This is an optimization exercise on Yosys and OpenROAD, whose aim is small area, a short achievable clock period and few clock cycles, not a production implementation. The RTL was checked by simulation tests, not by an equivalence proof against the original design. Power is estimated from default activity; no workload was simulated.

Design multi_64_33_9_10_16_3, start of the top module:
module multi_64_33_9_10_16_3(clk, reset, s_data_in_x, s_valid_x, s_ready_x, m_data_out_y, m_valid_y, m_ready_y);
    parameter                      T = 16;
    input                          clk, reset, s_valid_x, m_ready_y;
    input signed [T-1:0]           s_data_in_x;
    output logic                   s_ready_x, m_valid_y;
    output logic signed [T-1:0]    m_data_out_y;
    logic [5:0] idx, idx_n;
    logic [3:0] credit, credit_n;
    logic accept, reserve, pop;
    assign accept   = s_valid_x & s_ready_x;
    assign reserve  = accept & (idx >= 6'd49);
    assign pop      = m_valid_y & m_ready_y;
    assign idx_n    = idx + {5'd0, accept};
    assign credit_n = credit - {3'd0, reserve} + {3'd0, pop};
    always_ff @(posedge clk) begin
        if (reset) begin
            idx       <= 6'd0;
            credit    <= 4'd15;
            s_ready_x <= 1'b1;
        end else begin
            idx       <= idx_n;
            credit    <= credit_n;
            s_ready_x <= (idx_n < 6'd49) | (credit_n != 0);
        end
    end
    logic signed [15:0] x0;
    logic v0;
    logic [2:0] t0;
    always_ff @(posedge clk) begin
        x0 <= s_data_in_x;
        t0 <= {idx >= 6'd49, idx >= 6'd40, idx >= 6'd32};
        if (reset) v0 <= 1'b0; else v0 <= accept;
    end
    logic [16:0] l1_x1;
    assign l1_x1 = {{1{x0[15]}}, x0};
    logic [16:0] l1_x3;
    assign l1_x3 = (l1_x1 << 1) + l1_x1;
    logic [16:0] l1_x5;
    assign l1_x5 = (l1_x1 << 2) + l1_x1;
    logic [16:0] l1_x7;
    assign l1_x7 = (l1_x1 << 3) - l1_x1;
    logic [16:0] l1_x9;
    assign l1_x9 = (l1_x1 << 3) + l1_x1;
    logic [16:0] l1_x15;
    assign l1_x15 = (l1_x1 << 4) - l1_x1;
    logic [32:0] l1_ovf;
    assign l1_ovf[0] = (x0 > 16'sd1260) | (x0 < -16'sd1260);
    assign l1_ovf[1] = (x0 > 16'sd138) | (x0 < -16'sd138);
    assign l1_ovf[2] = (x0 < -16'sd910) | (x0 > 16'sd910);
    assign l1_ovf[3] = (x0 < -16'sd1213) | (x0 > 16'sd1213);
    assign l1_ovf[4] = (x0 < -16'sd352) | (x0 > 16'sd352);
    assign l1_ovf[5] = (x0 > 16'sd295) | (x0 < -16'sd295);
    assign l1_ovf[6] = (x0 > 16'sd168) | (x0 < -16'sd168);
    assign l1_ovf[7] = (x0 > 16'sd287) | (x0 < -16'sd287);
    assign l1_ovf[8] = 1'b0;
    assign l1_ovf[9] = (x0 > 16'sd140) | (x0 < -16'sd140);
  ...
clock: 8.0 ns
lec_check: 0
cap_margin: 20
core_margin: 2
core_utilization: 65
cts_buf_list: sky130_fd_sc_hd__clkbuf_16
cts_cluster_diameter: 70
cts_cluster_size: 24
place_density: 0.75
setup_slack_margin: 4.7
slew_margin: 20
run.sh (not shown) runs the stock make flow with config.mk's settings and CLKGATE_MAP_FILE= SYNTH_SCRIPT=/design/flow/synth_recipe.tcl, a recipe that flattens the netlist after the stock synthesis.
The baseline went through all stages and came out clean.
Testbench counts at the start, summed over its fixed seeds: cycles 12,408.
Rerun with:
- CORE_UTILIZATION: 65 -> 40
- CTS_BUF_LIST: sky130_fd_sc_hd__clkbuf_16 -> not set
- CTS_CLUSTER_DIAMETER: 70 -> not set
- CTS_CLUSTER_SIZE: 24 -> not set
- PLACE_DENSITY: 0.75 -> 0.6
- SETUP_SLACK_MARGIN: 4.7 -> 4
The new run completed with no timing, DRC or antenna violations.
Design area increases by 1.2%.
Register-to-register slack loses 0.44 ns.
Die area goes up by 62%.
Via count is lower by 4.8%.
Critical path depth does not change.
Power goes up by 8.8%.
Rerun with:
- SETUP_SLACK_MARGIN: 4 -> not set
What happened: Core utilization barely changes. First-iteration DRC count goes up by a little under a tenth. Routed wire length came out higher slightly.
Rerun with:
- CORE_UTILIZATION: 40 -> 55
- CTS_BUF_LIST: not set -> sky130_fd_sc_hd__clkbuf_16
- CTS_CLUSTER_DIAMETER: not set -> 80
- CTS_CLUSTER_SIZE: not set -> 30
- PLACE_DENSITY: 0.6 -> 0.7
- SETUP_SLACK_MARGIN: not set -> 4.7
=> The changed run produced a clean layout; power went down by 9.7%; setup slack improves by 0.86 ns; cell area went down by 0.76%; wire length went up by 3.8%; die area went down by 27%; worst hold slack improves by 0.011 ns; sequential power stays flat.
Rerun with:
- CORE_UTILIZATION: 55 -> 40
- CTS_BUF_LIST: sky130_fd_sc_hd__clkbuf_16 -> not set
- CTS_CLUSTER_DIAMETER: 80 -> not set
- CTS_CLUSTER_SIZE: 30 -> not set
- PLACE_DENSITY: 0.7 -> 0.6
- SETUP_SLACK_MARGIN: 4.7 -> 5
Wire length climbs slightly.
Worst setup slack is better by 0.049 ns.
First-iteration DRC count drops by a few percent.
Design area climbs by roughly a tenth.
Utilization drops by 13 points.
Die area climbs by well over a third.
Power climbs by about a fifth.

========
multi_64_33_9_10_16_3 again, from the RTL that the note above started with.
// multi_64_33_9_10_16_3
module multi_64_33_9_10_16_3(clk, reset, s_data_in_x, s_valid_x, s_ready_x, m_data_out_y, m_valid_y, m_ready_y);
clock: 8.0 ns
lec_check: 0
cap_margin: 20
core_margin: 2
core_utilization: 55
cts_buf_list: sky130_fd_sc_hd__clkbuf_16
cts_cluster_diameter: 70
cts_cluster_size: 24
place_density: 0.7
setup_slack_margin: 4.85
slew_margin: 20
The baseline finished with timing, DRC and antenna clean.
Testbench counts at the start, summed over its fixed seeds: cycles 12,408.
Then changed:
Settings changed: CTS_BUF_LIST sky130_fd_sc_hd__clkbuf_16 to sky130_fd_sc_hd__clkbuf_8, CTS_CLUSTER_DIAMETER 70 to 40, CTS_CLUSTER_SIZE 24 to 16, SETUP_SLACK_MARGIN 4.85 to 5.
The new run finished clean.
Power rises by 11%.
Worst setup slack got worse by 0.082 ns.
Final area is higher by 5.1%.
Sequential power stays flat.
Sequential cell count does not change.
Clock power came out higher by 30%.
Combinational power is higher by about 7%.
Sequential share of layout area falls by 1.7 points.
Fmax drops by 2.4%.
Die area does not change.
Then changed:
Settings changed: CTS_BUF_LIST sky130_fd_sc_hd__clkbuf_8 to sky130_fd_sc_hd__clkbuf_16, CTS_CLUSTER_DIAMETER 40 to 70, CTS_CLUSTER_SIZE 16 to 24, SETUP_SLACK_MARGIN 5 to 4.5.
Outcome:
- worst hold slack improved by 0.022 ns
- via count goes down by 5.2%
- worst setup slack got worse by 0.25 ns
- synthesized cell count stays the same
- routed wire length falls by 5.8%
- area after synthesis stays the same
Then changed:
Settings changed: SETUP_SLACK_MARGIN 4.5 to 4.7.
After rerunning:
- design area came out higher by 1.8%
- power came out higher by 1.8%
- clock power came out higher by 2.4%
- critical path depth came out higher by 6
- cell count came out higher by 1.1%
- combinational power came out higher by about 5%
- core utilization came out higher by 1.1 points
- die area does not change

========
alpha:
Starting RTL as in the previous note.
## multi_64_33_9_10_16_3
module multi_64_33_9_10_16_3(clk, reset, s_data_in_x, s_valid_x, s_ready_x, m_data_out_y, m_valid_y, m_ready_y);
Settings: LEC_CHECK=0, CAP_MARGIN=20, CORE_MARGIN=2, CORE_UTILIZATION=55, CTS_BUF_LIST=sky130_fd_sc_hd__clkbuf_16, CTS_CLUSTER_DIAMETER=80, CTS_CLUSTER_SIZE=30, PLACE_DENSITY=0.7, SETUP_SLACK_MARGIN=5, SLEW_MARGIN=20; clock period 8.0 ns.
alpha ran to completion and came out clean on the timing, design-rule and antenna checks.
Testbench counts of alpha, summed over its fixed seeds: cycles 12,408.
Input-level comparison between gamma and alpha:
- SETUP_SLACK_MARGIN: 5 -> 4.3
- CTS_CLUSTER_DIAMETER: 80 -> 70
- CTS_CLUSTER_SIZE: 30 -> 24
## What came out
- Re clock network fraction of total power: alpha was lower than gamma.
- Of the two candidates, alpha has the better setup slack and gamma the worse one.
- gamma gives more portion of total power attributed to sequential cells than alpha did.
- Wire length on met1 shrinks by a few percent when moving from alpha to gamma.
- The cell at the slowest stage of the critical path comes out inv_1 in one run and or4_4 in the other, namely in gamma and alpha respectively.

[what the ideal ports hide]
How much do the figures lean on ideal ports? The routed layouts below were timed once more, with nothing changed but the port constraints.
Step 1 sets driving cells, clkbuf_16 on the clock port and buf_2 on the other inputs (assumed; they add their load-dependent delay and slew).
Step 2 times the ports against the registers' clock, not the clock port: input delays grow and output delays shrink by t, the midpoint of the rising clock arrivals with the driver on.
Three values: ideal, step 1, step 2; two values: the first two.
| run | t (ns) | slack for setup (ns) | hold slack, ns | worst setup path at the end | pins driven straight from the clock port |
|---|---|---|---|---|---|
| the first run of note 1 | 0.940 | 4.608 / 4.608 / 3.928 | 0.335 / 0.335 / 0.335 | input to register | 1 |
| the second run of note 1 | 1.031 | 4.165 / 4.165 / 3.328 | 0.304 / 0.304 / 0.304 | input to register | 1 |
| the third run of note 1 | 1.028 | 3.851 / 3.851 / 3.188 | 0.326 / 0.326 / 0.326 | input to register | 1 |
| the fourth run of note 1 | 0.940 | 4.712 / 4.712 / 3.992 | 0.338 / 0.338 / 0.338 | input to register | 1 |
| the fifth run of note 1 | 1.018 | 4.761 / 4.714 / 4.165 | 0.298 / 0.298 / 0.298 | input to register | 1 |
| the first run of note 2 | 0.936 | 4.694 / 4.694 / 4.047 | 0.327 / 0.327 / 0.327 | input to register | 1 |
| the second run of note 2 | 1.163 | 4.612 / 4.516 / 4.030 | 0.309 / 0.309 / 0.309 | input to register | 1 |
| the third run of note 2 | 0.934 | 4.358 / 4.358 / 3.748 | 0.331 / 0.331 / 0.331 | input to register | 1 |
| the fourth run of note 2 | 0.954 | 4.666 / 4.666 / 3.994 | 0.325 / 0.325 / 0.325 | input to register | 1 |
| alpha | 0.924 | 4.729 / 4.729 / 4.205 | 0.310 / 0.310 / 0.310 | input to register | 1 |
| gamma | 0.944 | 4.356 / 4.356 / 3.529 | 0.333 / 0.333 / 0.333 | input to register | 1 |
After both steps setup and hold are still met in every run listed. The setup slack of the second run of note 1, which loses most, moves by 0.000 ns with the drivers and by -0.837 ns with both steps.
